This is an optimization exercise on Yosys and OpenROAD, whose aim is small area, not a production implementation. Function was checked by simulation only, so behaviour that the tests miss may differ from the original. In every run shown here, the design's own scripts or RTL, not TritonCTS, make the clock network. The clock input has no modelled driver; a real chip could not lean on it and would need a root buffer or a full tree. Power is estimated from default activity; no workload was simulated.

### flow/flow/run.sh
#!/bin/bash
# The standard layout (the standard.sh) with these ORFS settings:
# synthesis buffers removed at floorplan, the smallest buffer on each port,
# and a hand-built one-level clock tree of four buffers (flow/manual_cts.tcl) in place of CTS.
set -e
here=$(pwd)
bash standard.sh REMOVE_ABC_BUFFERS=1 BUFFER_PORTS_ARGS="-buffer_cell sky130_fd_sc_hd__buf_1" \
  PRE_CTS_TCL=$here/flow/manual_cts.tcl finish > standard.log 2>&1
### flow/flow/manual_cts.tcl
# Clock tree built by hand before CTS (the flow's clock_tree_synthesis call is
# skipped). The registers are split by placement into a left and a right half,
# and each half into a lower and an upper part. The clock port drives one clock
# buffer per part: a larger part gets a clkbuf_16, a smaller one a clkbuf_8.
# Every register is one buffer away from the clock port.
set parts {{0.6 sky130_fd_sc_hd__clkbuf_16} {0.4 sky130_fd_sc_hd__clkbuf_8}}
set db [ord::get_db]
set block [ord::get_db_block]
set clk_net [$block findNet clk]
set sinks {}
foreach it [$clk_net getITerms] {
  set bb [[$it getInst] getBBox]
  lappend sinks [list $it [expr {([$bb xMin] + [$bb xMax]) / 2}] [expr {([$bb yMin] + [$bb yMax]) / 2}]]
}
set n [llength $sinks]
puts "manual CTS: $n sinks"
set byx [lsort -integer -index 1 $sinks]
set half [expr {$n / 2}]
set cols [list [lrange $byx 0 [expr {$half - 1}]] [lrange $byx $half end]]
set g 0
foreach col $cols {
  set byy [lsort -integer -index 2 $col]
  set m [llength $byy]
  set k0 [expr {int(round($m * [lindex $parts 0 0]))}]
  # the larger part is the lower one in the left half and the upper one in the right half
  if {$g == 0} {
    set grps [list [list [lrange $byy 0 [expr {$k0 - 1}]] [lindex $parts 0 1]] [list [lrange $byy $k0 end] [lindex $parts 1 1]]]
  } else {
    set k1 [expr {$m - $k0}]
    set grps [list [list [lrange $byy 0 [expr {$k1 - 1}]] [lindex $parts 1 1]] [list [lrange $byy $k1 end] [lindex $parts 0 1]]]
  }
  foreach gb $grps {
    lassign $gb grp cell
    set sx 0; set sy 0
    foreach s $grp { incr sx [lindex $s 1]; incr sy [lindex $s 2] }
    set mx [expr {$sx / [llength $grp]}]
    set my [expr {$sy / [llength $grp]}]
    set inst [odb::dbInst_create $block [$db findMaster $cell] "clkbuf_man_$g"]
    set net [odb::dbNet_create $block "clknet_man_$g"]
    $net setSigType CLOCK
    [$inst findITerm A] connect $clk_net
    [$inst findITerm X] connect $net
    foreach s $grp {
      set it [lindex $s 0]
      $it disconnect
      $it connect $net
    }
    $inst setLocation $mx $my
    $inst setPlacementStatus PLACED
    puts "manual CTS: $cell $g drives [llength $grp] sinks at ($mx, $my)"
    incr g
  }
}
proc clock_tree_synthesis {args} { puts "clock_tree_synthesis skipped: manual clock tree" }
### flow/standard.sh
#!/bin/bash
# synth_recipe.tcl (not shown) runs the flow's synth.tcl, then flattens the netlist and writes it again
# the make line also repeats each setting of config.mk as NAME=value (left out here)
make -C /OpenROAD-flow-scripts/flow DESIGN_CONFIG=/design/flow/config.mk WORK_HOME=/design/flow/orfs CLKGATE_MAP_FILE= SYNTH_SCRIPT=/design/flow/synth_recipe.tcl "${@:-finish}"
### flow/config.mk
export PLATFORM = sky130hd
export DESIGN_NAME = formula
export DESIGN_NICKNAME = formula
export VERILOG_FILES = /design/flow/design.v
export SDC_FILE = /design/flow/constraint.sdc
export NUM_CORES = 4
export LEC_CHECK = 0
export CAP_MARGIN = 0
export CORE_MARGIN = 2
export CORE_UTILIZATION = 40
export GPL_TIMING_DRIVEN = 0
export SLEW_MARGIN = 0
export SYNTH_HIERARCHICAL = 1
### flow/constraint.sdc
create_clock -name core_clock -period 6.0 [get_ports {clk}]
set_input_delay 1.2000 -clock core_clock [delete_from_list [all_inputs] [get_ports {clk}]]
set_output_delay 1.2000 -clock core_clock [all_outputs]
set_load 0.01 [all_outputs]
### flow/design.v
module formula # (
	parameter LEN = 8
) (
	input                         clk,
	input                         rst,
	input  signed [    LEN - 1:0] a,
	input  signed [    LEN - 1:0] b,
	input  signed [    LEN - 1:0] c,
	input  signed [    LEN - 1:0] d,
	input                         input_vld,
	output signed [3 * LEN - 1:0] res,
	output                        res_overflow,
	output                        output_vld
);
	logic [4:0] vld;
	always_ff @(posedge clk or posedge rst)
		if (rst) vld <= '0;
		else     vld <= {vld[3:0], input_vld};
	wire na1;
	wire na2;
	wire na3;
	wire na4;
	wire na5;
	wire na6;
	wire na7;
	wire na8;
	wire nc9;
	wire nc10;
	wire nc11;
	wire nc12;
	wire nc13;
	wire nc14;
	wire nc15;
	wire nc16;
	wire s17, c17;
	wire s18, c18;
	wire s19, c19;
	wire s20, c20;
	wire s21, c21;
	wire s22, c22;
	wire s23, c23;
	wire s24, c24;
	wire ov25;
	wire s26, c26;
	wire s27, c27;
	wire s28, c28;
	wire s29, c29;
	wire s30, c30;
	wire s31, c31;
	wire s32, c32;
	wire nd33;
	wire nd34;
	wire nd35;
	wire nd36;
	wire nd37;
	wire nd38;
	wire nd39;
	assign na1 = ~a[0];
	assign na2 = ~a[1];
	assign na3 = ~a[2];
	assign na4 = ~a[3];
	assign na5 = ~a[4];
	assign na6 = ~a[5];
	assign na7 = ~a[6];
	assign na8 = ~a[7];
	assign nc9 = ~c[0];
	assign nc10 = ~c[1];
	assign nc11 = ~c[2];
	assign nc12 = ~c[3];
	assign nc13 = ~c[4];
	assign nc14 = ~c[5];
	assign nc15 = ~c[6];
	assign nc16 = ~c[7];
	ha_bit u17 (.a(na1), .b(b[0]), .s(s17), .co(c17));
	fa_bit u18 (.a(na2), .b(b[1]), .ci(c17), .s(s18), .co(c18));
	fa_bit u19 (.a(na3), .b(b[2]), .ci(c18), .s(s19), .co(c19));
	fa_bit u20 (.a(na4), .b(b[3]), .ci(c19), .s(s20), .co(c20));
	fa_bit u21 (.a(na5), .b(b[4]), .ci(c20), .s(s21), .co(c21));
	fa_bit u22 (.a(na6), .b(b[5]), .ci(c21), .s(s22), .co(c22));
	fa_bit u23 (.a(na7), .b(b[6]), .ci(c22), .s(s23), .co(c23));
	fa_bit u24 (.a(na8), .b(b[7]), .ci(c23), .s(s24), .co(c24));
	assign ov25 = c23 ^ c24;
	fa_bit u26 (.a(nc11), .b(nc10), .ci(nc9), .s(s26), .co(c26));
	fa_bit u27 (.a(nc12), .b(nc11), .ci(c26), .s(s27), .co(c27));
	fa_bit u28 (.a(nc13), .b(nc12), .ci(c27), .s(s28), .co(c28));
	fa_bit u29 (.a(nc14), .b(nc13), .ci(c28), .s(s29), .co(c29));
	fa_bit u30 (.a(nc15), .b(nc14), .ci(c29), .s(s30), .co(c30));
	fa_bit u31 (.a(nc16), .b(nc15), .ci(c30), .s(s31), .co(c31));
	fa_bit u32 (.a(nc16), .b(nc16), .ci(c31), .s(s32), .co(c32));
	assign nd33 = ~d[0];
	assign nd34 = ~d[1];
	assign nd35 = ~d[2];
	assign nd36 = ~d[3];
	assign nd37 = ~d[4];
	assign nd38 = ~d[5];
	assign nd39 = ~d[6];
	logic [7:0] nx1, nd1;
	logic [9:0] ny1;
	logic       ov1;
	always_ff @(posedge clk) begin
		nx1 <= {s24, s23, s22, s21, s20, s19, s18, s17};
		ov1 <= ov25;
		ny1 <= {c32, s32, s31, s30, s29, s28, s27, s26, nc10, c[0]};
		nd1 <= {d[7], nd39, nd38, nd37, nd36, nd35, nd34, nd33};
	end
	wire bt40;
	wire pp41;
	wire pp42;
	wire pp43;
	wire pp44;
	wire pp45;
	wire pp46;
	wire pp47;
	wire pp48;
	wire pp49;
	wire pp50;
	wire pp51;
	wire pp52;
	wire bn53, bt53;
	wire pp54;
	wire pp55;
	wire pp56;
	wire pp57;
	wire pp58;
	wire pp59;
	wire pp60;
	wire pp61;
	wire pp62;
	wire pp63;
	wire pp64;
	wire pp65;
	wire bn66, bt66;
	wire pp67;
	wire pp68;
	wire pp69;
	wire pp70;
	wire pp71;
	wire pp72;
	wire pp73;
	wire pp74;
	wire pp75;
	wire pp76;
	wire pp77;
	wire pp78;
	wire bn79, bt79;
	wire pp80;
	wire pp81;
	wire pp82;
	wire pp83;
	wire pp84;
	wire pp85;
	wire pp86;
	wire pp87;
	wire pp88;
	wire pp89;
	wire pp90;
	wire pp91;
	wire s92, c92;
	wire s93, c93;
	wire s94, c94;
	wire s95, c95;
	wire s96, c96;
	wire s97, c97;
	wire s98, c98;
	wire s99, c99;
	wire s100, c100;
	wire s101, c101;
	wire s102, c102;
	wire s103, c103;
	wire s104, c104;
	wire s105, c105;
	wire s106, c106;
	wire s107, c107;
	wire s108, c108;
	wire s109, c109;
	wire s110, c110;
	wire s111, c111;
	wire s112, c112;
	wire s113, c113;
	wire s114, c114;
	wire s115, c115;
	wire s116, c116;
	wire s117, c117;
	wire s118, c118;
	wire s119, c119;
	wire s120, c120;
	wire s121, c121;
	wire s122, c122;
	wire s123, c123;
	wire s124, c124;
	wire s125, c125;
	wire s126, c126;
	wire s127, c127;
	wire s128, c128;
	wire s129, c129;
	wire s130, c130;
	wire s131, c131;
	wire s132, c132;
	wire s133, c133;
	wire s134, c134;
	wire s135, c135;
	wire s136, c136;
	wire s137, c137;
	wire s138, c138;
	wire s139, c139;
	wire s140, c140;
	wire s141;
	assign bt40 = nx1[1] | ~nx1[0];
	nor_bit u41 (.a(nx1[0]), .b(ny1[0]), .y(pp41));
	nor_bit u42 (.a(nx1[1]), .b(pp41), .y(pp42));
	booth_ppxn u43 (.n1(nx1[0]), .n2(bt40), .ny0(ny1[1]), .ny1(ny1[0]), .h(nx1[1]), .p(pp43));
	booth_ppxn u44 (.n1(nx1[0]), .n2(bt40), .ny0(ny1[2]), .ny1(ny1[1]), .h(nx1[1]), .p(pp44));
	booth_ppxn u45 (.n1(nx1[0]), .n2(bt40), .ny0(ny1[3]), .ny1(ny1[2]), .h(nx1[1]), .p(pp45));
	booth_ppxn u46 (.n1(nx1[0]), .n2(bt40), .ny0(ny1[4]), .ny1(ny1[3]), .h(nx1[1]), .p(pp46));
	booth_ppxn u47 (.n1(nx1[0]), .n2(bt40), .ny0(ny1[5]), .ny1(ny1[4]), .h(nx1[1]), .p(pp47));
	booth_ppxn u48 (.n1(nx1[0]), .n2(bt40), .ny0(ny1[6]), .ny1(ny1[5]), .h(nx1[1]), .p(pp48));
	booth_ppxn u49 (.n1(nx1[0]), .n2(bt40), .ny0(ny1[7]), .ny1(ny1[6]), .h(nx1[1]), .p(pp49));
	booth_ppxn u50 (.n1(nx1[0]), .n2(bt40), .ny0(ny1[8]), .ny1(ny1[7]), .h(nx1[1]), .p(pp50));
	booth_ppxn u51 (.n1(nx1[0]), .n2(bt40), .ny0(ny1[9]), .ny1(ny1[8]), .h(nx1[1]), .p(pp51));
	booth_ppx u52 (.n1(nx1[0]), .n2(bt40), .ny0(ny1[9]), .ny1(ny1[9]), .h(nx1[1]), .p(pp52));
	booth_enc2 u53 (.nh(nx1[3]), .nm(nx1[2]), .nl(nx1[1]), .n1(bn53), .n2(bt53));
	nor_bit u54 (.a(bn53), .b(ny1[0]), .y(pp54));
	nor_bit u55 (.a(nx1[3]), .b(pp54), .y(pp55));
	booth_ppxn u56 (.n1(bn53), .n2(bt53), .ny0(ny1[1]), .ny1(ny1[0]), .h(nx1[3]), .p(pp56));
	booth_ppxn u57 (.n1(bn53), .n2(bt53), .ny0(ny1[2]), .ny1(ny1[1]), .h(nx1[3]), .p(pp57));
	booth_ppxn u58 (.n1(bn53), .n2(bt53), .ny0(ny1[3]), .ny1(ny1[2]), .h(nx1[3]), .p(pp58));
	booth_ppxn u59 (.n1(bn53), .n2(bt53), .ny0(ny1[4]), .ny1(ny1[3]), .h(nx1[3]), .p(pp59));
	booth_ppxn u60 (.n1(bn53), .n2(bt53), .ny0(ny1[5]), .ny1(ny1[4]), .h(nx1[3]), .p(pp60));
	booth_ppxn u61 (.n1(bn53), .n2(bt53), .ny0(ny1[6]), .ny1(ny1[5]), .h(nx1[3]), .p(pp61));
	booth_ppxn u62 (.n1(bn53), .n2(bt53), .ny0(ny1[7]), .ny1(ny1[6]), .h(nx1[3]), .p(pp62));
	booth_ppxn u63 (.n1(bn53), .n2(bt53), .ny0(ny1[8]), .ny1(ny1[7]), .h(nx1[3]), .p(pp63));
	booth_ppxn u64 (.n1(bn53), .n2(bt53), .ny0(ny1[9]), .ny1(ny1[8]), .h(nx1[3]), .p(pp64));
	booth_ppx u65 (.n1(bn53), .n2(bt53), .ny0(ny1[9]), .ny1(ny1[9]), .h(nx1[3]), .p(pp65));
	booth_enc2 u66 (.nh(nx1[5]), .nm(nx1[4]), .nl(nx1[3]), .n1(bn66), .n2(bt66));
	nor_bit u67 (.a(bn66), .b(ny1[0]), .y(pp67));
	nor_bit u68 (.a(nx1[5]), .b(pp67), .y(pp68));
	booth_ppxn u69 (.n1(bn66), .n2(bt66), .ny0(ny1[1]), .ny1(ny1[0]), .h(nx1[5]), .p(pp69));
	booth_ppxn u70 (.n1(bn66), .n2(bt66), .ny0(ny1[2]), .ny1(ny1[1]), .h(nx1[5]), .p(pp70));
	booth_ppxn u71 (.n1(bn66), .n2(bt66), .ny0(ny1[3]), .ny1(ny1[2]), .h(nx1[5]), .p(pp71));
	booth_ppxn u72 (.n1(bn66), .n2(bt66), .ny0(ny1[4]), .ny1(ny1[3]), .h(nx1[5]), .p(pp72));
	booth_ppxn u73 (.n1(bn66), .n2(bt66), .ny0(ny1[5]), .ny1(ny1[4]), .h(nx1[5]), .p(pp73));
	booth_ppxn u74 (.n1(bn66), .n2(bt66), .ny0(ny1[6]), .ny1(ny1[5]), .h(nx1[5]), .p(pp74));
	booth_ppxn u75 (.n1(bn66), .n2(bt66), .ny0(ny1[7]), .ny1(ny1[6]), .h(nx1[5]), .p(pp75));
	booth_ppxn u76 (.n1(bn66), .n2(bt66), .ny0(ny1[8]), .ny1(ny1[7]), .h(nx1[5]), .p(pp76));
	booth_ppxn u77 (.n1(bn66), .n2(bt66), .ny0(ny1[9]), .ny1(ny1[8]), .h(nx1[5]), .p(pp77));
	booth_ppx u78 (.n1(bn66), .n2(bt66), .ny0(ny1[9]), .ny1(ny1[9]), .h(nx1[5]), .p(pp78));
	booth_enc2 u79 (.nh(nx1[7]), .nm(nx1[6]), .nl(nx1[5]), .n1(bn79), .n2(bt79));
	nor_bit u80 (.a(bn79), .b(ny1[0]), .y(pp80));
	nor_bit u81 (.a(nx1[7]), .b(pp80), .y(pp81));
	booth_ppxn u82 (.n1(bn79), .n2(bt79), .ny0(ny1[1]), .ny1(ny1[0]), .h(nx1[7]), .p(pp82));
	booth_ppxn u83 (.n1(bn79), .n2(bt79), .ny0(ny1[2]), .ny1(ny1[1]), .h(nx1[7]), .p(pp83));
	booth_ppxn u84 (.n1(bn79), .n2(bt79), .ny0(ny1[3]), .ny1(ny1[2]), .h(nx1[7]), .p(pp84));
	booth_ppxn u85 (.n1(bn79), .n2(bt79), .ny0(ny1[4]), .ny1(ny1[3]), .h(nx1[7]), .p(pp85));
	booth_ppxn u86 (.n1(bn79), .n2(bt79), .ny0(ny1[5]), .ny1(ny1[4]), .h(nx1[7]), .p(pp86));
	booth_ppxn u87 (.n1(bn79), .n2(bt79), .ny0(ny1[6]), .ny1(ny1[5]), .h(nx1[7]), .p(pp87));
	booth_ppxn u88 (.n1(bn79), .n2(bt79), .ny0(ny1[7]), .ny1(ny1[6]), .h(nx1[7]), .p(pp88));
	booth_ppxn u89 (.n1(bn79), .n2(bt79), .ny0(ny1[8]), .ny1(ny1[7]), .h(nx1[7]), .p(pp89));
	booth_ppxn u90 (.n1(bn79), .n2(bt79), .ny0(ny1[9]), .ny1(ny1[8]), .h(nx1[7]), .p(pp90));
	booth_ppx u91 (.n1(bn79), .n2(bt79), .ny0(ny1[9]), .ny1(ny1[9]), .h(nx1[7]), .p(pp91));
	xnor_bit u92a (.a(nd1[0]), .b(pp44), .y(s92));
	or_bit u92b (.a(nd1[0]), .b(pp44), .y(c92));
	fa_bit u93 (.a(nd1[1]), .b(pp45), .ci(pp55), .s(s93), .co(c93));
	fa_bit u94 (.a(pp56), .b(c92), .ci(s93), .s(s94), .co(c94));
	fa_bit u95 (.a(nd1[2]), .b(pp46), .ci(pp57), .s(s95), .co(c95));
	fa_bit u96 (.a(pp67), .b(c93), .ci(s95), .s(s96), .co(c96));
	fa_bit u97 (.a(nd1[3]), .b(pp47), .ci(pp58), .s(s97), .co(c97));
	fa_bit u98 (.a(pp68), .b(pp69), .ci(c95), .s(s98), .co(c98));
	fa_bit u99 (.a(s97), .b(c96), .ci(s98), .s(s99), .co(c99));
	fa_bit u100 (.a(nd1[4]), .b(pp48), .ci(pp59), .s(s100), .co(c100));
	fa_bit u101 (.a(pp70), .b(pp80), .ci(c97), .s(s101), .co(c101));
	fa_bit u102 (.a(s100), .b(c98), .ci(s101), .s(s102), .co(c102));
	fa_bit u103 (.a(nd1[5]), .b(pp49), .ci(pp60), .s(s103), .co(c103));
	fa_bit u104 (.a(pp71), .b(pp81), .ci(pp82), .s(s104), .co(c104));
	fa_bit u105 (.a(c100), .b(s103), .ci(s104), .s(s105), .co(c105));
	fa_bit u106 (.a(c101), .b(s105), .ci(c102), .s(s106), .co(c106));
	fa_bit u107 (.a(nd1[6]), .b(pp50), .ci(pp61), .s(s107), .co(c107));
	fa_bit u108 (.a(pp72), .b(pp83), .ci(c103), .s(s108), .co(c108));
	fa_bit u109 (.a(c104), .b(s107), .ci(c105), .s(s109), .co(c109));
	fa_bit u110 (.a(s108), .b(s109), .ci(c106), .s(s110), .co(c110));
	xnor_bit u111a (.a(nd1[7]), .b(pp51), .y(s111));
	or_bit u111b (.a(nd1[7]), .b(pp51), .y(c111));
	fa_bit u112 (.a(pp62), .b(pp73), .ci(pp84), .s(s112), .co(c112));
	fa_bit u113 (.a(c107), .b(s111), .ci(s112), .s(s113), .co(c113));
	fa_bit u114 (.a(c108), .b(s113), .ci(c109), .s(s114), .co(c114));
	fa_bit u115 (.a(pp52), .b(pp63), .ci(pp74), .s(s115), .co(c115));
	fa_bit u116 (.a(pp85), .b(c111), .ci(c112), .s(s116), .co(c116));
	fa_bit u117 (.a(s115), .b(c113), .ci(s116), .s(s117), .co(c117));
	xnor_bit u118a (.a(pp64), .b(pp75), .y(s118));
	or_bit u118b (.a(pp64), .b(pp75), .y(c118));
	fa_bit u119 (.a(pp86), .b(c115), .ci(s118), .s(s119), .co(c119));
	fa_bit u120 (.a(c116), .b(s119), .ci(c117), .s(s120), .co(c120));
	fa_bit u121 (.a(pp65), .b(pp76), .ci(pp87), .s(s121), .co(c121));
	fa_bit u122 (.a(c118), .b(s121), .ci(c119), .s(s122), .co(c122));
	xnor_bit u123a (.a(pp77), .b(pp88), .y(s123));
	or_bit u123b (.a(pp77), .b(pp88), .y(c123));
	fa_bit u124 (.a(c121), .b(s123), .ci(c122), .s(s124), .co(c124));
	fa_bit u125 (.a(pp78), .b(pp89), .ci(c123), .s(s125), .co(c125));
	xnor_bit u126a (.a(pp90), .b(c125), .y(s126));
	or_bit u126b (.a(pp90), .b(c125), .y(c126));
	ha_bit u127 (.a(pp42), .b(pp43), .s(s127), .co(c127));
	fa_bit u128 (.a(pp54), .b(s92), .ci(c127), .s(s128), .co(c128));
	ha_bit u129 (.a(s94), .b(c128), .s(s129), .co(c129));
	fa_bit u130 (.a(c94), .b(s96), .ci(c129), .s(s130), .co(c130));
	ha_bit u131 (.a(s99), .b(c130), .s(s131), .co(c131));
	fa_bit u132 (.a(c99), .b(s102), .ci(c131), .s(s132), .co(c132));
	ha_bit u133 (.a(s106), .b(c132), .s(s133), .co(c133));
	ha_bit u134 (.a(s110), .b(c133), .s(s134), .co(c134));
	fa_bit u135 (.a(s114), .b(c110), .ci(c134), .s(s135), .co(c135));
	fa_bit u136 (.a(s117), .b(c114), .ci(c135), .s(s136), .co(c136));
	ha_bit u137 (.a(s122), .b(c120), .s(s137), .co(c137));
	ha_bit u138 (.a(s124), .b(c137), .s(s138), .co(c138));
	fa_bit u139 (.a(s125), .b(c124), .ci(c138), .s(s139), .co(c139));
	ha_bit u140 (.a(s126), .b(c139), .s(s140), .co(c140));
	assign s141 = pp91 ^ c126 ^ c140;
	logic [16:0] s2;
	always_ff @(posedge clk)
		s2  <= ({s141, s140, s139, s138, s137, s120, s136, s135, s134, s133, s132, s131, s130, s129, s128, s127, pp41} | {1'b0, {3{ov1}}, 13'd0}) & {~ov1, 16'hffff};
	logic [0:0] bc2;
	always_ff @(posedge clk)
		bc2 <= {c136} & {1{~ov1}};
	wire sg142;
	wire k143;
	wire s144, c144;
	wire s145, c145;
	wire s146, c146;
	wire s147, c147;
	wire s148, c148;
	wire s149, c149;
	wire s150, c150;
	wire s151, c151;
	wire s152, c152;
	wire s153, c153;
	wire s154, c154;
	wire s155, c155;
	wire s156, c156;
	wire s157, c157;
	wire s158, c158;
	wire s159;
	assign sg142 = s2[16] ^ (s2[15] & (s2[14] & (s2[13] & (s2[12] & (s2[11] & bc2[0])))));
	assign k143 = s2[0] & sg142;
	ha_bit u144 (.a(s2[1]), .b(k143), .s(s144), .co(c144));
	ha_bit u145 (.a(s2[2]), .b(c144), .s(s145), .co(c145));
	ha_bit u146 (.a(s2[3]), .b(c145), .s(s146), .co(c146));
	ha_bit u147 (.a(s2[4]), .b(c146), .s(s147), .co(c147));
	ha_bit u148 (.a(s2[5]), .b(c147), .s(s148), .co(c148));
	ha_bit u149 (.a(s2[6]), .b(c148), .s(s149), .co(c149));
	ha_bit u150 (.a(s2[7]), .b(c149), .s(s150), .co(c150));
	ha_bit u151 (.a(s2[8]), .b(c150), .s(s151), .co(c151));
	ha_bit u152 (.a(s2[9]), .b(c151), .s(s152), .co(c152));
	ha_bit u153 (.a(s2[10]), .b(c152), .s(s153), .co(c153));
	fa_bit u154 (.a(s2[11]), .b(c153), .ci(bc2[0]), .s(s154), .co(c154));
	ha_bit u155 (.a(s2[12]), .b(c154), .s(s155), .co(c155));
	ha_bit u156 (.a(s2[13]), .b(c155), .s(s156), .co(c156));
	ha_bit u157 (.a(s2[14]), .b(c156), .s(s157), .co(c157));
	ha_bit u158 (.a(s2[15]), .b(c157), .s(s158), .co(c158));
	assign s159 = s2[16] ^ c158;
	logic [15:0] r3, r4, r5;
	always_ff @(posedge clk) begin
		r3 <= {s159, s158, s157, s156, s155, s154, s153, s152, s151, s150, s149, s148, s147, s146, s145, s144};
		r4 <= r3;
		r5 <= r4;
	end
	assign output_vld   = vld[4];
	assign res_overflow = ~r5[15] & r5[14] & r5[13] & r5[12];
	assign res          = {{8{r5[15]}}, r5};
endmodule
module fa_bit (input a, input b, input ci, output s, output co);
	assign s  = a ^ b ^ ci;
	assign co = (a & b) | (a & ci) | (b & ci);
endmodule
module ha_bit (input a, input b, output s, output co);
	assign s  = a ^ b;
	assign co = a & b;
endmodule
module booth_enc (input nh, input nm, input nl, output n1, output n2, output s);
	assign n1 = ~(nm ^ nl);
	assign n2 = ~((nh ^ nm) & ~(nm ^ nl));
	assign s  = ~nh;
endmodule
module booth_pp (input n1, input n2, input ny0, input ny1, input s, output p);
	wire q;
	booth_sel u0 (.n1(n1), .n2(n2), .ny0(ny0), .ny1(ny1), .q(q));
	xor_bit u1 (.a(q), .b(s), .y(p));
endmodule
module booth_ppn (input n1, input n2, input ny0, input ny1, input s, output p);
	wire q;
	booth_sel u0 (.n1(n1), .n2(n2), .ny0(ny0), .ny1(ny1), .q(q));
	xnor_bit u1 (.a(q), .b(s), .y(p));
endmodule
module booth_pp0 (input n1, input ny0, input s, output p);
	wire q;
	nor_bit u0 (.a(n1), .b(ny0), .y(q));
	xor_bit u1 (.a(q), .b(s), .y(p));
endmodule
module booth_ppn9 (input n1, input n2, input ny0, input s, output p);
	wire q;
	booth_sel u0 (.n1(n1), .n2(n2), .ny0(ny0), .ny1(ny0), .q(q));
	xnor_bit u1 (.a(q), .b(s), .y(p));
endmodule
module or_bit (input a, input b, output y);
	assign y = a | b;
endmodule
module nor_bit (input a, input b, output y);
	assign y = ~(a | b);
endmodule
module booth_enc2 (input nh, input nm, input nl, output n1, output n2);
	wire t;
	xnor_bit u0 (.a(nm), .b(nl), .y(n1));
	xor_bit u1 (.a(nh), .b(nm), .y(t));
	nand_bit u2 (.a(t), .b(n1), .y(n2));
endmodule
module nand_bit (input a, input b, output y);
	assign y = ~(a & b);
endmodule
module booth_ppxn (input n1, input n2, input ny0, input ny1, input h, output p);
	wire q;
	booth_sel u0 (.n1(n1), .n2(n2), .ny0(ny0), .ny1(ny1), .q(q));
	xnor_bit u1 (.a(q), .b(h), .y(p));
endmodule
module booth_ppx (input n1, input n2, input ny0, input ny1, input h, output p);
	wire q;
	booth_sel u0 (.n1(n1), .n2(n2), .ny0(ny0), .ny1(ny1), .q(q));
	xor_bit u1 (.a(q), .b(h), .y(p));
endmodule
module booth_sel (input n1, input n2, input ny0, input ny1, output q);
	assign q = ~((n1 | ny0) & (n2 | ny1));
endmodule
module xor_bit (input a, input b, output y);
	assign y = a ^ b;
endmodule
module xnor_bit (input a, input b, output y);
	assign y = ~(a ^ b);
endmodule
==> results.json, run 1 <==
{
  "rr_endpoint": "bc2",
  "via_per_inst": 4.64,
  "hold_class": "reg2reg",
  "post-cts-setup-buffer-count": 0,
  "p_per_area_nw_per_um2": 667,
  "post-place-cells": 515,
  "worstSetupEndpointType": "flip-flop",
  "ys_seq_area_share_pct": 45.9,
  "period_needed_ps": 5550,
  "tightest_slew_ps": 1040,
  "num_vias": 2410,
  "yosysWarningCount": 7,
  "coreArea_um2": 10400,
  "post-route-period-util_pct": 92.5,
  "slew_viol_final": 0,
  "finalInstanceArea_um2": 4740,
  "hold_slack_ps": 335,
  "antennaDiodeCount": 0,
  "portBuffers": 60,
  "post_dp_cell_area_um2": 4660,
  "tns_ps": 0,
  "start_util_pct": 41.5,
  "r2r_slack_ps": 450,
  "path_class": "reg2reg",
  "ys_types": 20,
  "initialDrtViolationCount": 88,
  "synth_area_um2": 4320,
  "dp_hpwl_mm": 5.03,
  "relSlewSlack_pct": 30.3,
  "finalPower_mw": 3.16,
  "io_pins": 61,
  "gp_congestion": 0.811,
  "fin_skew_ps": 8.92,
  "setup_slack_ps": 452,
  "required_ps": 6060,
  "die_x_um": 108,
  "holdCritStartpoint": "r4[7]",
  "grt_pass1_vias": 2575,
  "synthCells": 327,
  "fp-row-count": 37,
  "grt_pass1_wl_mm": 11.6,
  "grt_max_degree": 30,
  "leakagePower_nw": 1.91,
  "stdcell_count": 519,
  "final_net_count": 494,
  "avgSynthCellArea_um2": 13.2,
  "routed_wl_mm": 6.42,
  "syn_to_final_growth_pct": 9.72,
  "whs_path_depth": 0,
  "rsz0062_at_grt": "no",
  "start_kind": "flip-flop",
  "clock_latency_ps": 170,
  "path_clk_slew_ps": 110,
  "synth_seq_cells": 98,
  "reg2reg_from": "nx1[3]",
  "hold_viol": 0,
  "wl_per_cell_um": 12.4,
  "final_antenna_net_count": 0,
  "utilization_pct": 45.5,
  "dieArea_um2": 11700,
  "grt_overflow": 0,
  "setup_violations": 0,
  "cp.arrival_ps": 5610,
  "antenna_found_initial": 0,
  "peakVddDrop_mv": 0.271,
  "die_h_um": 108,
  "fmaxAchievable_mhz": 180,
  "dp_slack_ps": 393,
  "status": "no timing/DRC/antenna violations",
  "firstDrtPassIters": 4,
  "grt_usage_pct": 12.0,
  "r2r_cells": 12,
  "worstPathMaxFanout": 13,
  "drive_above_1_share_pct": 2.09,
  "drcViolationCount": 0,
  "drv_cap": 0,
  "min_to": "r5[7]"
}
==> repair_timing <==
action                     4_1_cts  5_1_grt
setup endpoints to repair        0        1
gates resized for setup          0        1
hold buffers                     0        0
==> modules after synthesis, one instance, submodules excluded, a selection <==
| module | cells | area (um2) | times used |
|---|---|---|---|
| formula | 146 | 2250 | 1 |
| xor_bit | 1 | 8.76 | 7 |
| ha_bit | 1 | 12.5 | 23 |
| nand_bit | 1 | 3.75 | 3 |
| xnor_bit | 1 | 8.76 | 44 |
| booth_sel | 1 | 6.26 | 40 |
| or_bit | 1 | 6.26 | 5 |
==> registers in the layout, indices dropped and copies added, names as in the netlist <==
signal and count:
ov1 1, r4 16, s2 17, r3 16, nx1 8, vld 5, nd1 8, r5 16
ny1 10, bc2 1
==> cells by family after synthesis <==
group / share of synthesized area [%]
adders and majority gates: 30.3
AOI/OAI and AO/OA: 6.08
DFF: 45.9
buffers and inverters: 3.47
xor gates and xnor gates: 11.1
and+or+nand+nor: 3.10
==> layout by cell type, fill, tap and decap left out, types with 2 or more instances in the layout <==
cell type and instances:
fa_1 51, clkbuf_8 2, ha_1 23, clkbuf_16 2, buf_1 60, nor2_1 9, or2_1 5, dfrtp_1 5
or2_2 3, xnor2_1 44, o22ai_1 40, nand2_1 4, inv_1 24, xor2_1 10, dfxtp_1 93
==> worst max-delay path: stages (launching register included) <==
cell and delay, ps:
dfxtp_1 550, xnor2_1 940, nand2_1 510, o22ai_1 300, xnor2_1 140, fa_1 610, fa_1 440, fa_1 420
fa_1 440, ha_1 230, fa_1 380, fa_1 360, nor2b_1 130
==> worst max path at each step <==
stage / startpoint / endpoint / slack [ps] / cells after the start
floorplan: nx1[1] / bc2 / 1060 / 14
global placement: nx1[1] / bc2 / 380 / 14
detailed placement: nx1[1] / bc2 / 390 / 14
CTS: nx1[1] / bc2 / 380 / 14
global route: nx1[3] / s2[16] / 110 / 15
finish: nx1[3] / bc2 / 450 / 12
==> report_power, final <==
| group | internal (mW) | switching (mW) |
|---|---|---|
| registers | 0.962 | 0.128 |
| clock network | 0.0927 | 0.150 |
| logic | 0.902 | 0.928 |
| total | 1.96 | 1.21 |
==> metal layers <==
metal | GRT usage, % | share of wire (%) | up-vias
met1 | 15.4 | 44 | 1182
met5 | 0 | 0 | -
li1 | - | - | 1173
met3 | 0.663 | 3.5 | 9
met2 | 22.5 | 51 | 46
met4 | 2.11 | 2.2 | 0
==> synthesized netlist by cell type <==
library cell  count  area share, %
xor2_1           10            2.0
dfxtp_1          93             43
a21boi_1          1           0.17
nor2_1            9           0.78
ha_1             23            6.7
or3_1             1           0.14
dfrtp_1           5            2.9
buf_4             8            1.4
o21ai_0           1           0.12
inv_1            24            2.1
xnor2_1          45            9.1
or2_1             5           0.72
o22ai_1          40            5.8
nand2_1           4           0.35
nand2b_1          1           0.14
nand4_1           1           0.14
nor2b_1           1           0.14
fa_1             51             24
or2_2             3           0.43
and4b_1           1           0.23
==> final cells by class <==
cell class,count,area [um2]
Tap cell,136,170
Inverter,24,90.1
Buffer,4,77.6
Multi-Input combinational cell,197,2190
Timing Repair Buffer,60,225
Sequential cell,98,1990
Fill cell,976,5670
==> inputs of run 2 (changes only) <==
--- a/flow/design.v
+++ b/flow/design.v
@@ -202,9 +202,7 @@
 	wire s136, c136;
 	wire s137, c137;
 	wire s138, c138;
-	wire s139, c139;
-	wire s140, c140;
-	wire s141;
+	wire s139;
 	assign bt40 = nx1[1] | ~nx1[0];
 	nor_bit u41 (.a(nx1[0]), .b(ny1[0]), .y(pp41));
 	nor_bit u42 (.a(nx1[1]), .b(pp41), .y(pp42));
@@ -291,35 +289,33 @@
 	fa_bit u120 (.a(c116), .b(s119), .ci(c117), .s(s120), .co(c120));
 	fa_bit u121 (.a(pp65), .b(pp76), .ci(pp87), .s(s121), .co(c121));
 	fa_bit u122 (.a(c118), .b(s121), .ci(c119), .s(s122), .co(c122));
-	xnor_bit u123a (.a(pp77), .b(pp88), .y(s123));
-	or_bit u123b (.a(pp77), .b(pp88), .y(c123));
-	fa_bit u124 (.a(c121), .b(s123), .ci(c122), .s(s124), .co(c124));
-	fa_bit u125 (.a(pp78), .b(pp89), .ci(c123), .s(s125), .co(c125));
-	xnor_bit u126a (.a(pp90), .b(c125), .y(s126));
-	or_bit u126b (.a(pp90), .b(c125), .y(c126));
-	ha_bit u127 (.a(pp42), .b(pp43), .s(s127), .co(c127));
-	fa_bit u128 (.a(pp54), .b(s92), .ci(c127), .s(s128), .co(c128));
-	ha_bit u129 (.a(s94), .b(c128), .s(s129), .co(c129));
-	fa_bit u130 (.a(c94), .b(s96), .ci(c129), .s(s130), .co(c130));
-	ha_bit u131 (.a(s99), .b(c130), .s(s131), .co(c131));
-	fa_bit u132 (.a(c99), .b(s102), .ci(c131), .s(s132), .co(c132));
-	ha_bit u133 (.a(s106), .b(c132), .s(s133), .co(c133));
-	ha_bit u134 (.a(s110), .b(c133), .s(s134), .co(c134));
-	fa_bit u135 (.a(s114), .b(c110), .ci(c134), .s(s135), .co(c135));
-	fa_bit u136 (.a(s117), .b(c114), .ci(c135), .s(s136), .co(c136));
-	ha_bit u137 (.a(s122), .b(c120), .s(s137), .co(c137));
-	ha_bit u138 (.a(s124), .b(c137), .s(s138), .co(c138));
-	fa_bit u139 (.a(s125), .b(c124), .ci(c138), .s(s139), .co(c139));
-	ha_bit u140 (.a(s126), .b(c139), .s(s140), .co(c140));
-	assign s141 = pp91 ^ c126 ^ c140;
+	fa_bit u123 (.a(pp77), .b(pp88), .ci(c121), .s(s123), .co(c123));
+	fa_bit u124 (.a(pp78), .b(pp89), .ci(c123), .s(s124), .co(c124));
+	ha_bit u125 (.a(pp42), .b(pp43), .s(s125), .co(c125));
+	fa_bit u126 (.a(pp54), .b(s92), .ci(c125), .s(s126), .co(c126));
+	ha_bit u127 (.a(s94), .b(c126), .s(s127), .co(c127));
+	fa_bit u128 (.a(c94), .b(s96), .ci(c127), .s(s128), .co(c128));
+	ha_bit u129 (.a(s99), .b(c128), .s(s129), .co(c129));
+	fa_bit u130 (.a(c99), .b(s102), .ci(c129), .s(s130), .co(c130));
+	ha_bit u131 (.a(s106), .b(c130), .s(s131), .co(c131));
+	ha_bit u132 (.a(s110), .b(c131), .s(s132), .co(c132));
+	fa_bit u133 (.a(s114), .b(c110), .ci(c132), .s(s133), .co(c133));
+	fa_bit u134 (.a(s117), .b(c114), .ci(c133), .s(s134), .co(c134));
+	ha_bit u135 (.a(s122), .b(c120), .s(s135), .co(c135));
+	fa_bit u136 (.a(s123), .b(c122), .ci(c135), .s(s136), .co(c136));
+	ha_bit u137 (.a(s124), .b(c136), .s(s137), .co(c137));
+	fa_bit u138 (.a(pp90), .b(c124), .ci(c137), .s(s138), .co(c138));
+	assign s139 = pp91 ^ c138;
 	logic [16:0] s2;
 	always_ff @(posedge clk)
-		s2  <= ({s141, s140, s139, s138, s137, s120, s136, s135, s134, s133, s132, s131, s130, s129, s128, s127, pp41} | {1'b0, {3{ov1}}, 13'd0}) & {~ov1, 16'hffff};
+		s2  <= ({s139, s138, s137, s136, s135, s120, s134, s133, s132, s131, s130, s129, s128, s127, s126, s125, pp41} | ({17{ov1}} & 17'h04000)) & ~({17{ov1}} & 17'h1a000);
 	logic [0:0] bc2;
 	always_ff @(posedge clk)
-		bc2 <= {c136} & {1{~ov1}};
-	wire sg142;
-	wire k143;
+		bc2 <= {c134} & {1{~ov1}};
+	wire sg140;
+	wire k141;
+	wire s142, c142;
+	wire s143, c143;
 	wire s144, c144;
 	wire s145, c145;
 	wire s146, c146;
@@ -333,30 +329,30 @@
 	wire s154, c154;
 	wire s155, c155;
 	wire s156, c156;
-	wire s157, c157;
-	wire s158, c158;
-	wire s159;
-	assign sg142 = s2[16] ^ (s2[15] & (s2[14] & (s2[13] & (s2[12] & (s2[11] & bc2[0])))));
-	assign k143 = s2[0] & sg142;
-	ha_bit u144 (.a(s2[1]), .b(k143), .s(s144), .co(c144));
-	ha_bit u145 (.a(s2[2]), .b(c144), .s(s145), .co(c145));
-	ha_bit u146 (.a(s2[3]), .b(c145), .s(s146), .co(c146));
-	ha_bit u147 (.a(s2[4]), .b(c146), .s(s147), .co(c147));
-	ha_bit u148 (.a(s2[5]), .b(c147), .s(s148), .co(c148));
-	ha_bit u149 (.a(s2[6]), .b(c148), .s(s149), .co(c149));
-	ha_bit u150 (.a(s2[7]), .b(c149), .s(s150), .co(c150));
-	ha_bit u151 (.a(s2[8]), .b(c150), .s(s151), .co(c151));
-	ha_bit u152 (.a(s2[9]), .b(c151), .s(s152), .co(c152));
-	ha_bit u153 (.a(s2[10]), .b(c152), .s(s153), .co(c153));
-	fa_bit u154 (.a(s2[11]), .b(c153), .ci(bc2[0]), .s(s154), .co(c154));
-	ha_bit u155 (.a(s2[12]), .b(c154), .s(s155), .co(c155));
-	ha_bit u156 (.a(s2[13]), .b(c155), .s(s156), .co(c156));
-	ha_bit u157 (.a(s2[14]), .b(c156), .s(s157), .co(c157));
-	ha_bit u158 (.a(s2[15]), .b(c157), .s(s158), .co(c158));
-	assign s159 = s2[16] ^ c158;
+	wire s157;
+	assign sg140 = (s2[16] ^ (s2[15] | (s2[14] & (s2[13] | (s2[12] & (s2[11] & bc2[0]))))));
+	assign k141 = s2[0] & sg140;
+	ha_bit u142 (.a(s2[1]), .b(k141), .s(s142), .co(c142));
+	ha_bit u143 (.a(s2[2]), .b(c142), .s(s143), .co(c143));
+	ha_bit u144 (.a(s2[3]), .b(c143), .s(s144), .co(c144));
+	ha_bit u145 (.a(s2[4]), .b(c144), .s(s145), .co(c145));
+	ha_bit u146 (.a(s2[5]), .b(c145), .s(s146), .co(c146));
+	ha_bit u147 (.a(s2[6]), .b(c146), .s(s147), .co(c147));
+	ha_bit u148 (.a(s2[7]), .b(c147), .s(s148), .co(c148));
+	ha_bit u149 (.a(s2[8]), .b(c148), .s(s149), .co(c149));
+	ha_bit u150 (.a(s2[9]), .b(c149), .s(s150), .co(c150));
+	ha_bit u151 (.a(s2[10]), .b(c150), .s(s151), .co(c151));
+	fa_bit u152 (.a(s2[11]), .b(c151), .ci(bc2[0]), .s(s152), .co(c152));
+	ha_bit u153 (.a(s2[12]), .b(c152), .s(s153), .co(c153));
+	xnor_bit u154a (.a(s2[13]), .b(c153), .y(s154));
+	or_bit u154b (.a(s2[13]), .b(c153), .y(c154));
+	ha_bit u155 (.a(s2[14]), .b(c154), .s(s155), .co(c155));
+	xnor_bit u156a (.a(s2[15]), .b(c155), .y(s156));
+	or_bit u156b (.a(s2[15]), .b(c155), .y(c156));
+	assign s157 = s2[16] ^ c156;
 	logic [15:0] r3, r4, r5;
 	always_ff @(posedge clk) begin
-		r3 <= {s159, s158, s157, s156, s155, s154, s153, s152, s151, s150, s149, s148, s147, s146, s145, s144};
+		r3 <= {s157, s156, s155, s154, s153, s152, s151, s150, s149, s148, s147, s146, s145, s144, s143, s142};
 		r4 <= r3;
 		r5 <= r4;
 	end
--- a/flow/config.mk
+++ b/flow/config.mk
@@ -8,6 +8,6 @@
 export CAP_MARGIN = 0
 export CORE_MARGIN = 2
 export CORE_UTILIZATION = 40
-export GPL_TIMING_DRIVEN = 0
+export GPL_TIMING_DRIVEN = 1
 export SLEW_MARGIN = 0
 export SYNTH_HIERARCHICAL = 1
==> results.json, run 2 <==
{
  "clock_latency_ps": 170,
  "synth_seq_cells": 98,
  "synth_common_cells": "93 x dfxtp_1, 52 x fa_1, 45 x xnor2_1",
  "grt_pass1_vias": 2249,
  "peakVddDrop_mv": 0.285,
  "leakagePower_nw": 1.89,
  "synth_area_um2": 4300,
  "firstDrtPassIters": 4,
  "synth.most_common_cell": "dfxtp_1",
  "routed_wl_mm": 6.51,
  "status": "no timing/DRC/antenna violations",
  "yosysWarningCount": 7,
  "cts_resized": 0,
  "coreArea_um2": 10400,
  "synth.area.top_cells": "dfxtp_1 43%, fa_1 24%, xnor2_1 9.2%, ha_1 5.8%, o22ai_1 5.8%",
  "post-cts-setup-buffer-count": 0,
  "dp_slack_ps": 635,
  "drv_cap": 0,
  "r2r_slack_ps": 570,
  "die_x_um": 108,
  "async_flop_share_pct": 5.10,
  "io_pins": 61,
  "tightest_slew_ps": 888,
  "synthFlopType": "dfxtp_1",
  "relSlewSlack_pct": 40.4,
  "start_kind": "flip-flop",
  "post_dp_cell_area_um2": 4630,
  "period_needed_ps": 5430,
  "final_common_cell": "dfxtp_1",
  "tns_ps": 0,
  "via_per_inst": 4.57,
  "drive_above_1_share_pct": 1.32,
  "worstPathMaxFanout": 13,
  "post-route-period-util_pct": 90.4,
  "synthCells": 324,
  "seq_area_um2": 1990,
  "setup_slack_ps": 574,
  "drcViolationCount": 0,
  "hold_slack_ps": 333,
  "rsz0062_at_grt": "no",
  "grt_pass1_wl_mm": 10.5,
  "fin_skew_ps": 11.8,
  "syn_to_final_growth_pct": 9.60,
  "worstSetupEndpointType": "flip-flop",
  "start_util_pct": 41.5,
  "setup_violations": 0,
  "p_per_area_nw_per_um2": 674,
  "yosysTopAreaCell": "dfxtp_1",
  "layout_common_cells": "93 x dfxtp_1, 60 x buf_1, 52 x fa_1, 45 x xnor2_1, 40 x o22ai_1",
  "die_h_um": 108,
  "initialDrtViolationCount": 120,
  "utilization_pct": 45.4,
  "largest_reg_flops": 17,
  "slew_viol_final": 0,
  "hold_class": "reg2reg",
  "grt_overflow": 0,
  "num_vias": 2356,
  "grt_usage_pct": 11.0,
  "multi_input_area_um2": 2160,
  "ys_seq_area_share_pct": 46.2,
  "largest-register": "s2",
  "path_clk_slew_ps": 110,
  "final_net_count": 489,
  "finalInstanceArea_um2": 4710,
  "fmaxAchievable_mhz": 184,
  "path_class": "reg2reg",
  "avgSynthCellArea_um2": 13.3,
  "final_antenna_net_count": 0,
  "cp.arrival_ps": 5490,
  "required_ps": 6070,
  "ys_types": 20,
  "fp-row-count": 37,
  "synth_edf_count": 0,
  "grt_max_degree": 30,
  "portBuffers": 60,
  "dieArea_um2": 11600,
  "antenna_found_initial": 0,
  "antennaDiodeCount": 0,
  "synth_top_area_share_pct": 43.3,
  "fill_cells": 975,
  "hold_viol": 0,
  "hold_buffers": 0,
  "gp_congestion": 0.883,
  "wl_per_cell_um": 12.6,
  "dp_hpwl_mm": 5.20
}
==> run 2: changes by cell type after synthesis, moves of 2 or more <==
cell | before | now
ha_1 | 23 | 20
a21oi_1 | 0 | 2
or2_2 | 3 | 1
nor2b_1 | 1 | 3
==> run 2: critical path, stage by stage, from the launching register on <==
cell and delay, ps:
dfxtp_1 510, xnor2_1 800, nand2_1 420, o22ai_1 270
xnor2_1 180, fa_1 460, fa_1 400, fa_1 470
ha_1 220, fa_1 360, ha_1 190, ha_1 190
fa_1 380, fa_1 360, nor2b_1 130
==> run 2: area by class of cell <==
cell class	instances	area share [%]
Tap cell	136	3.61
Timing Repair Buffer	60	4.78
Multi-Input combinational cell	194	45.9
Sequential cell	98	42.2
Inverter	24	1.91
Buffer	4	1.65
==> run 2: path summary, 6_finish.rpt <==
path / startpoint / end / cells after the start
worst max-delay path: nx1[1] / bc2 / 14
worst min-delay path: r3[9] / r4[9] / 0
min in group asynchronous: rst / vld[4] / 2
worst min register to register: r3[9] / r4[9] / 0
max in group asynchronous: rst / vld[1] / 2
worst max register to register: nx1[1] / bc2 / 14
==> run 2: cell families (layout without fill, tap and decap cells) <==
logic type      Yosys count  in the layout  synth area share, %
simple gates             25             25                 3.03
buf+inv                  32             88                 3.49
compound gates           43             43                 6.23
flops                    98             98                 46.2
xor+xnor                 54             54                 11.0
fa+ha+maj                72             72                 30.0
==> run 2: power by group <==
group	internal, mW	leakage (nW)	total [mW]	switching (mW)
Sequential	0.964	0.842	1.09	0.130
Clock	0.0928	0.0390	0.243	0.150
Combinational	0.904	1.00	1.84	0.935
==> run 2: per-stage QoR <==
stage | instances | power (mW)
2_1_floorplan | 316 | 2.53
3_3_place_gp | 512 | 2.96
3_5_place_dp | 512 | 2.99
4_1_cts | 516 | 3.20
5_1_grt | 516 | 3.54
6_report | 516 | 3.18
==> run 2: metal layers <==
metal,GRT usage (%),up-vias,wire [um]
met5,0,-,0
met4,2.20,0,147
met3,0.605,9,341
met2,19.4,84,3110
met1,15.2,1101,2910
li1,-,1162,-
==> run 2: Yosys stat by module (local to each module, per instance), excerpt <==
module	flops+latches	area, um2	cells
nand_bit	0	3.75	1
formula	98	2240	145
booth_sel	0	6.26	1
ha_bit	0	12.5	1
nor_bit	0	3.75	1
or_bit	0	6.26	1
==> inputs of run 3 (changes only) <==
--- a/flow/config.mk
+++ b/flow/config.mk
@@ -8,6 +8,6 @@
 export CAP_MARGIN = 0
 export CORE_MARGIN = 2
 export CORE_UTILIZATION = 40
-export GPL_TIMING_DRIVEN = 1
+export GPL_TIMING_DRIVEN = 0
 export SLEW_MARGIN = 0
 export SYNTH_HIERARCHICAL = 1
==> results.json, run 3 <==
{
  "status": "no timing/DRC/antenna violations",
  "drv_cap": 0,
  "post_dp_cell_area_um2": 4630,
  "post-place-cells": 512,
  "grt_usage_pct": 11.5,
  "ys_seq_area_share_pct": 46.2,
  "syn_to_final_growth_pct": 9.78,
  "relSlewSlack_pct": 34.9,
  "synthFlopType": "dfxtp_1",
  "coreArea_um2": 10400,
  "drcViolationCount": 0,
  "synth_seq_cells": 98,
  "largest_reg_flops": 17,
  "synth_common_cells": "93 x dfxtp_1, 52 x fa_1, 45 x xnor2_1",
  "die_h_um": 108,
  "swShare_pct": 38.4,
  "synth_edf_count": 0,
  "multi_input_area_um2": 2170,
  "yosysTopAreaCell": "dfxtp_1",
  "initialDrtViolationCount": 106,
  "synthCells": 324,
  "post-cts-setup-buffer-count": 0,
  "intPower_mw": 1.98,
  "hold_slack_ps": 335,
  "portBuffers": 60,
  "stdcell_count": 516,
  "hold_viol": 0,
  "finalInstanceArea_um2": 4720,
  "p_per_area_nw_per_um2": 681,
  "wl_per_cell_um": 12.5,
  "cpPeakStageDelay_ps": 890,
  "routed_wl_mm": 6.43,
  "required_ps": 6070,
  "finalPower_mw": 3.21,
  "synth.most_common_cell": "dfxtp_1",
  "via_per_inst": 4.50,
  "combPwrFrac_pct": 58.4,
  "synth_top_area_share_pct": 43.3,
  "ys_types": 20,
  "final_common_cell": "dfxtp_1",
  "async_flop_share_pct": 5.10,
  "cts_resized": 0,
  "seq_power_share_pct": 34.1,
  "path_delay_family": "adder cells",
  "cpMostUsedCell": "fa_1",
  "synth_area_um2": 4300,
  "path_class": "reg2reg",
  "setup_violations": 0,
  "largest-register": "s2",
  "firstDrtPassIters": 4,
  "worst-path-buf-inv": 0,
  "worstPathMaxFanout": 13,
  "utilization_pct": 45.5,
  "path_clk_slew_ps": 110,
  "fill_cells": 997,
  "io_pins": 61,
  "tightest_slew_ps": 970,
  "num_vias": 2324,
  "fin_skew_ps": 10.4,
  "rsz0062_at_grt": "no",
  "period_needed_ps": 5570,
  "dp_slack_ps": 283,
  "cp.arrival_ps": 5640,
  "yosysWarningCount": 7,
  "post-route-period-util_pct": 92.8,
  "pwr-share-clk_pct": 7.5,
  "leakagePower_nw": 1.89,
  "fmaxAchievable_mhz": 180,
  "final_net_count": 489,
  "hold_class": "reg2reg",
  "hold_buffers": 0,
  "setup_slack_ps": 430,
  "tns_ps": 0,
  "peakVddDrop_mv": 0.277,
  "antennaDiodeCount": 0,
  "slew_viol_final": 0,
  "start_kind": "flip-flop",
  "antenna_found_initial": 0,
  "p_sw_mw": 1.23,
  "worstSetupEndpointType": "flip-flop",
  "avgSynthCellArea_um2": 13.3,
  "dp_hpwl_mm": 5.16,
  "drive_above_1_share_pct": 1.58,
  "final_antenna_net_count": 0,
  "gp_congestion": 0.846,
  "seq_area_um2": 1990,
  "layout_common_cells": "93 x dfxtp_1, 60 x buf_1, 52 x fa_1, 44 x xnor2_1, 40 x o22ai_1",
  "clock_latency_ps": 170,
  "synth.area.top_cells": "dfxtp_1 43%, fa_1 24%, xnor2_1 9.2%, ha_1 5.8%, o22ai_1 5.8%",
  "dieArea_um2": 11600,
  "cp_cell_sequence": "xnor2_1 > nand2_1 > o22ai_1 > xnor2_1 > fa_1 > fa_1 > fa_1 > fa_1 > ha_1 > fa_1 > ha_1 > fa_1 > xnor2_1 > nor2_1",
  "die_x_um": 108,
  "grt_overflow": 0,
  "grt_pass1_wl_mm": 11.0,
  "grt_max_degree": 30,
  "grt_pass1_vias": 2360,
  "start_util_pct": 41.5,
  "fp-row-count": 37,
  "slowest_stage": "xnor2_1"
}
## run 3: cell counts after synthesis
Identical to the previous run, type by type.
## run 3: cell type report
| type | count | share of cell area (%) |
|---|---|---|
| Inverter | 24 | 1.91 |
| Tap cell | 136 | 3.61 |
| Timing Repair Buffer | 60 | 4.77 |
| Multi-Input combinational cell | 194 | 46.0 |
| Sequential cell | 98 | 42.1 |
| Buffer | 4 | 1.64 |
## run 3: final timing paths
path	cells past startpoint	end	slack, ps	startpoint
min	0	r4[5]	340	r3[5]
min in group asynchronous	2	vld[4]	890	rst
max in group asynchronous	2	vld[0]	4950	rst
min reg2reg	0	r4[5]	340	r3[5]
max	14	s2[16]	430	nx1[3]
max reg2reg	14	s2[16]	430	nx1[3]
## run 3: kinds of logic after synthesis
| group | share of synthesized area, % |
|---|---|
| AO/OA/AOI/OAI | 6.23 |
| buffers and inverters | 3.49 |
| XOR/XNOR | 11.0 |
| flip-flops | 46.2 |
| adder cells (fa/ha/maj) | 30.0 |
| AND/OR/NAND/NOR | 3.03 |
## run 3: modules after synthesis (local to each module, per instance), a selection
module	copies in the design	cells inside
formula	1	145
fa_bit	52	1
ha_bit	20	1
xnor_bit	44	1
xor_bit	7	1
booth_sel	40	1
or_bit	5	1
nand_bit	3	1
nor_bit	8	1
## run 3: power groups by stage
stage	combinational [mW]	sequential [mW]	clock, mW
after floorplan	1.40	1.13	0
after global placement	1.86	1.11	0
after detailed placement	1.92	1.12	0
after CTS	1.93	1.12	0.190
after global routing	2.20	1.13	0.280
final	1.88	1.10	0.242
## run 3: routing by layer
metal | part of all wire (%) | vias up | routed length [um] | track usage, %
met1 | 48 | 1100 | 3060 | 16.9
met3 | 4.2 | 4 | 270 | 0.847
met2 | 47 | 55 | 3030 | 19.4
met5 | 0 | - | 0 | 0
met4 | 1.0 | 0 | 67 | 0.916
li1 | - | 1165 | - | -
==> inputs of run 4 (changes only) <==
--- a/flow/config.mk
+++ b/flow/config.mk
@@ -7,7 +7,7 @@
 export LEC_CHECK = 0
 export CAP_MARGIN = 0
 export CORE_MARGIN = 2
-export CORE_UTILIZATION = 40
+export CORE_UTILIZATION = 55
 export GPL_TIMING_DRIVEN = 0
 export SLEW_MARGIN = 0
 export SYNTH_HIERARCHICAL = 1
==> results.json, run 4 <==
{
  "status": "no timing/DRC/antenna violations",
  "firstDrtPassIters": 4,
  "final_antenna_net_count": 0,
  "whs_path_depth": 0,
  "hold_viol": 0,
  "worst-path-buf-inv": 0,
  "avgSynthCellArea_um2": 13.3,
  "tns_ps": 0,
  "start_util_pct": 56.2,
  "dp_hpwl_mm": 4.85,
  "synthSimpleGateAreaFrac_pct": 3.03,
  "final_common_cell": "dfxtp_1",
  "cpPeakStageDelay_ps": 880,
  "fp-row-count": 32,
  "setup_violations": 0,
  "coreArea_um2": 7650,
  "grt_pass1_vias": 2249,
  "start_kind": "flip-flop",
  "path_clk_slew_ps": 110,
  "use_met2_pct": 26.8,
  "grt_util_met3_pct": 0.976,
  "synth_common_cells": "93 x dfxtp_1, 52 x fa_1, 45 x xnor2_1",
  "post_dp_cell_area_um2": 4590,
  "post-route-period-util_pct": 91.2,
  "drive_above_1_share_pct": 1.58,
  "rsz0062_at_grt": "no",
  "synth_top_area_share_pct": 43.3,
  "path_delay_family": "adder cells",
  "relSlewSlack_pct": 34.7,
  "tightest_slew_ps": 972,
  "largest-register": "s2",
  "cpMostUsedCell": "fa_1",
  "crit_cells": 14,
  "hold_class": "reg2reg",
  "yosysWarningCount": 7,
  "r2r_cells": 14,
  "die_h_um": 92.4,
  "dieArea_um2": 8540,
  "via_per_inst": 4.81,
  "synth_area_um2": 4300,
  "worstSetupEndpointType": "flip-flop",
  "io_pins": 61,
  "path_class": "reg2reg",
  "async_flop_share_pct": 5.10,
  "synthCells": 324,
  "synth_seq_cells": 98,
  "gp_congestion": 0.866,
  "required_ps": 6070,
  "met1_usage_pct": 20.1,
  "leakagePower_nw": 1.89,
  "worstPathMaxFanout": 13,
  "fin_skew_ps": 5.53,
  "grt_usage_pct": 15.0,
  "ys_seq_area_share_pct": 46.2,
  "layout_common_cells": "93 x dfxtp_1, 60 x buf_1, 52 x fa_1, 44 x xnor2_1, 40 x o22ai_1",
  "finalInstanceArea_um2": 4680,
  "drcViolationCount": 0,
  "cp_cell_sequence": "xnor2_1 > nand2_1 > o22ai_1 > xnor2_1 > fa_1 > fa_1 > fa_1 > fa_1 > ha_1 > fa_1 > ha_1 > fa_1 > xnor2_1 > nor2_1",
  "wl_per_cell_um": 12.7,
  "synth_fa_ha_area_share_pct": 30.0,
  "routed_wl_mm": 6.10,
  "synthXorXnorAreaFrac_pct": 11.0,
  "num_vias": 2318,
  "synth.area.top_cells": "dfxtp_1 43%, fa_1 24%, xnor2_1 9.2%, ha_1 5.8%, o22ai_1 5.8%",
  "synth_top_family_by_area": "adder cells",
  "grt_pass1_wl_mm": 10.4,
  "antenna_found_initial": 0,
  "muxShareOfSynthArea_pct": 0,
  "cp.arrival_ps": 5540,
  "initialDrtViolationCount": 61,
  "ys_types": 20,
  "slew_viol_final": 0,
  "peakVddDrop_mv": 0.224,
  "fmaxAchievable_mhz": 183,
  "synth.most_common_cell": "dfxtp_1",
  "synthFlopType": "dfxtp_1",
  "portBuffers": 60,
  "slowest_stage": "xnor2_1",
  "yosysTopAreaCell": "dfxtp_1",
  "grt-busiest-layer": "met2",
  "p_per_area_nw_per_um2": 676,
  "synth_compound_area_share_pct": 6.23,
  "period_needed_ps": 5470,
  "largest_reg_flops": 17,
  "clock_latency_ps": 160,
  "antennaDiodeCount": 0,
  "post-cts-setup-buffer-count": 0,
  "grt_max_degree": 30,
  "syn_to_final_growth_pct": 8.79,
  "final_net_count": 489,
  "grt_overflow": 0,
  "die_x_um": 92.4,
  "drv_cap": 0,
  "synth_edf_count": 0
}
-- run 4: logic make-up (layout without fill, tap and decap cells) --
family,Yosys count,count (layout)
flops,98,98
fa+ha+maj,72,72
xor+xnor,54,54
compound gates,43,43
buf+inv,32,88
simple gates,25,25
-- run 4: worst paths after layout --
check | slack [ps] | from | endpoint
hold reg to reg | 330 | r3[9] | r4[9]
setup / recovery | 530 | nx1[5] | s2[16]
min in group asynchronous | 890 | rst | vld[3]
max in group asynchronous | 4950 | rst | vld[1]
setup reg to reg | 530 | nx1[5] | s2[16]
hold / removal | 330 | r3[9] | r4[9]
-- run 4: area by class of cell --
| class | instances | area [um2] |
|---|---|---|
| repair buffers | 60 | 225 |
| multi-input cells | 194 | 2170 |
| flip-flops and latches | 98 | 1990 |
| fillers | 650 | 2970 |
| inverters | 24 | 90.1 |
| well taps | 102 | 128 |
| plain buffers | 4 | 77.6 |
-- run 4: per-module statistics from Yosys, one instance, submodules excluded, excerpt --
module / times used / flip-flops and latches
xnor_bit: 44 / 0
or_bit: 5 / 0
ha_bit: 20 / 0
booth_sel: 40 / 0
xor_bit: 7 / 0
nor_bit: 8 / 0
nand_bit: 3 / 0
formula: 1 / 98
fa_bit: 52 / 0
-- run 4: routing by layer --
metal,share of wire (%),wire length [um],up-vias
met5,0,0,-
met4,2.5,152,0
met3,4.8,292,10
met2,47,2850,82
met1,46,2800,1057
li1,-,-,1169
-- run 4: power breakdown --
| group | total, mW | internal, mW | switching, mW | leakage, nW |
|---|---|---|---|---|
| clock | 0.238 | 0.0926 | 0.146 | 0.0390 |
| combinational | 1.83 | 0.904 | 0.924 | 1.01 |
| sequential | 1.10 | 0.964 | 0.133 | 0.842 |
| total | 3.16 | 1.96 | 1.20 | 1.89 |
-- run 4: stage by stage --
| stage | setup slack (ps) | power, mW | instances | util (%) | hold slack, ps |
|---|---|---|---|---|---|
| 5_1_grt | 102 | 3.61 | 482 | 61.2 | 340 |
| 2_1_floorplan | 1050 | 2.53 | 316 | - | 310 |
| 6_report | 529 | 3.16 | 482 | 61.2 | 334 |
| 3_3_place_gp | 202 | 2.93 | 478 | 60.0 | 310 |
| 3_5_place_dp | 156 | 2.98 | 478 | 60.0 | 312 |
| 4_1_cts | 158 | 3.20 | 482 | 61.1 | 312 |
-- run 4: repair_timing --
item                                    4_1_cts  5_1_grt
hold buffers                                  0        0
endpoints found under the setup margin        0        4
resized for setup                             0        1

separate check: timing with driven ports:
The flow's constraints put no driver on any port. The routed layouts listed below were extracted and timed again, unchanged, in two steps.
Step 1, drivers: a clkbuf_16 drives clk and a buf_2 each remaining input, both assumed.
Step 2 adds t to the input delays and takes it off the output delays; t is the mean of the earliest and latest rising clock arrival at the registers after step 1. Input paths then give back, and output paths get back, about the clock's delay inside the block.
Three values: ideal, step 1, step 2; two values: the first two.
run | shift t [ns] | setup WS [ns] | worst setup path after step 2
run 1 | 0.239 | 0.452 / 0.452 / 0.452 | register to register
run 2 | 0.235 | 0.574 / 0.574 / 0.574 | register to register
run 3 | 0.225 | 0.430 / 0.430 / 0.430 | register to register
run 4 | 0.232 | 0.529 / 0.529 / 0.529 | register to register
After both steps every run listed still meets setup and hold.
